Source: an optimization exercise on an open RTL-to-GDS flow (aim: small area, a short achievable clock period and few clock cycles). Production flows keep margins and buffers that such runs may drop.
Where RTL was checked, it was by simulation tests only, not by an equivalence proof against the original.
Power figures rest on the tool's default switching activity, not on a simulated workload.

## main
// alu16
module alu16(CK, reset, start, instruction, inputR1, inputR2, outputR, busy, done);
	input [15:0] inputR1, inputR2;
	input [2:0] instruction;
	input CK, reset, start;
	output [15:0] outputR;
	output reg busy;
	output reg done;
	reg [15:0] ra, rb, rc;
	reg        st_alu, st_mul, st_pre, st_div;
	reg        sub, osel;
	reg [3:0]  cnt;
	reg        triv;
	wire go = start & ~busy;
	function [3:0] msb;
		input [15:0] v;
		integer i;
		begin
			msb = 4'd0;
			for (i = 0; i < 16; i = i + 1)
				if (v[i]) msb = i;
		end
	endfunction
	function [3:0] nib;
		input [15:0] v;
		begin
			nib[3] = |v[15:12];
			nib[2] = |v[15:8];
			nib[1] = |v[15:4];
			nib[0] = |v;
		end
	endfunction
	wire        m   = ~st_mul | rb[0];
	wire [15:0] Q   = sub ? ~rb : (ra & {16{m}});
	wire        cin = sub | st_pre;
	wire [17:0] S2  = {1'b0, rc, 1'b1} + {1'b0, Q, cin};
	wire [15:0] S   = S2[16:1];
	wire        ge  = S2[17];
	wire [3:0]  pa = msb(inputR1);
	wire [3:0]  pb = msb(inputR2);
	wire        zb = (rb == 16'd0);
	wire [3:0]  na = nib(inputR1);
	wire [3:0]  nb = nib(inputR2);
	wire        sw = ((na & ~nb) == 4'd0);    
	wire [15:0] mc = sw ? inputR2 : inputR1;  
	wire [15:0] mp = sw ? inputR1 : inputR2;  
	wire        mul1 = (mp[15:1] == 15'd0);   
	wire        dv0  = ((nb & ~na) != 4'd0);  
	wire        fast = ((instruction == 3'b010) & mul1) | (((instruction == 3'b011) | (instruction == 3'b100)) & dv0);
	assign outputR = osel ? ra : rc;
	always @(posedge CK) begin
		if (reset) begin
			busy   <= 1'b0;
			done   <= 1'b0;
			st_alu <= 1'b0;
			st_mul <= 1'b0;
			st_pre <= 1'b0;
			st_div <= 1'b0;
  ...
clock: 7.5 ns
lec_check: 0
cap_margin: 20
core_margin: 2
core_utilization: 40
setup_slack_margin: 4.2
slew_margin: 20
standard.sh (not shown) runs the stock make flow with config.mk's settings and CLKGATE_MAP_FILE= SYNTH_SCRIPT=/design/flow/synth_recipe.tcl, a recipe that flattens the netlist after the stock synthesis.
==> flow/flow/run.sh <==
#!/bin/bash
# Standard layout, with the port buffers built from a regular buffer cell
# instead of the delay cell the resizer picks by default.
export BUFFER_PORTS_ARGS="-buffer_cell sky130_fd_sc_hd__buf_4"
bash standard.sh > standard.log 2>&1
[inputs] the feature branch vs main
==> flow/run.sh (new file) <==
#!/bin/bash
# synth_recipe.tcl (not shown) runs the flow's synth.tcl, then flattens the netlist and writes it again
# the make line also repeats each setting of config.mk as NAME=value (left out here)
make -C /OpenROAD-flow-scripts/flow DESIGN_CONFIG=/design/flow/config.mk WORK_HOME=/design/flow/orfs CLKGATE_MAP_FILE= SYNTH_SCRIPT=/design/flow/synth_recipe.tcl finish
diff --git a/flow/config.mk b/flow/config.mk
--- a/flow/config.mk
+++ b/flow/config.mk
@@ -9,4 +9,4 @@
 export CORE_MARGIN = 2
 export CORE_UTILIZATION = 40
-export SETUP_SLACK_MARGIN = 4.2
+export SETUP_SLACK_MARGIN = 3.8
 export SLEW_MARGIN = 20
removed: flow/flow/run.sh
removed: flow/standard.sh
- Routing usage on met3 delta for the feature branch relative to main: 2.1 points higher
- Re average detailed-routed wire length per instance: the feature branch is about 2.7% down on main.
- End-of-flow core utilization down 3.8 points in the feature branch wrt main
- Run comparison: the feature branch commonest non-fill, non-tap cell in the layout a21oi_1; main commonest non-fill, non-tap cell in the layout buf_4
Function was not checked in any run of this note: the RTL went through the layout flow alone.

========
## alpha
Another version of the RTL of alu16 (not shown whole).
Size: ~780 cells after synthesis, ~61 flip-flops, ~6200 sq um of cells after synthesis.
## alu16
module alu16(CK, reset, start, instruction, inputR1, inputR2, outputR, busy, done);
Settings: LEC_CHECK=0, CAP_MARGIN=20, CORE_MARGIN=2, CORE_UTILIZATION=40, SETUP_SLACK_MARGIN=3.6, SLEW_MARGIN=20; clock period 7.5 ns.
==> flow/flow/run.sh <==
#!/bin/bash
# Standard layout, with the port buffers built from a regular buffer cell
# instead of the delay cell the resizer picks by default.
export BUFFER_PORTS_ARGS="-buffer_cell sky130_fd_sc_hd__buf_4"
bash standard.sh > standard.log 2>&1
Testbench counts of alpha, summed over its fixed seeds: cycles 21,521.
--- input diff alpha..beta ---
Settings: SETUP_SLACK_MARGIN now 3.8, was 3.6.
==> notes.md <==
- Setup WNS alpha -> beta: better
- Compared with alpha, beta shows part of the power in combinational logic higher by 0.2 points.
- alpha → beta: count of cell instances traversed by the critical path now sits at about the same level; number of buffers outside the clock class in the layout now sits higher; flip-flop and latch share of the layout cell area now sits lower.

[separate check: timing with driven ports]
How much do the figures lean on ideal ports? The routed layouts below were timed once more, with nothing changed but the port constraints.
Step 1 (the two cells are an assumption about what drives the block):
set clk [get_ports {CK}]
set_driving_cell -lib_cell sky130_fd_sc_hd__clkbuf_16 $clk
set_driving_cell -lib_cell sky130_fd_sc_hd__buf_2 [delete_from_list [all_inputs] $clk]
Step 2 also shifts input and output timing later by t, the mid clock arrival at the registers, as if the neighbouring blocks saw the same clock.
a / b / c = no drivers / after step 1 / after step 2; a / b = the first two.
run	t, ns	slack for setup (ns)	hold WS [ns]	latest minus earliest clock arrival (ns)	worst slew at a driven data input, ns
main	0.375	3.730 / 3.733 / 3.358	0.517 / 0.517 / 0.517	0.008 / 0.008	0.06
the feature branch	0.377	3.750 / 3.755 / 3.378	0.516 / 0.516 / 0.516	0.008 / 0.008	0.05
alpha	0.385	3.720 / 3.744 / 3.359	0.556 / 0.556 / 0.556	0.007 / 0.006	0.04
beta	0.386	3.919 / 3.942 / 3.557	0.550 / 0.550 / 0.550	0.007 / 0.007	0.04
After both steps every run listed still meets setup and hold.
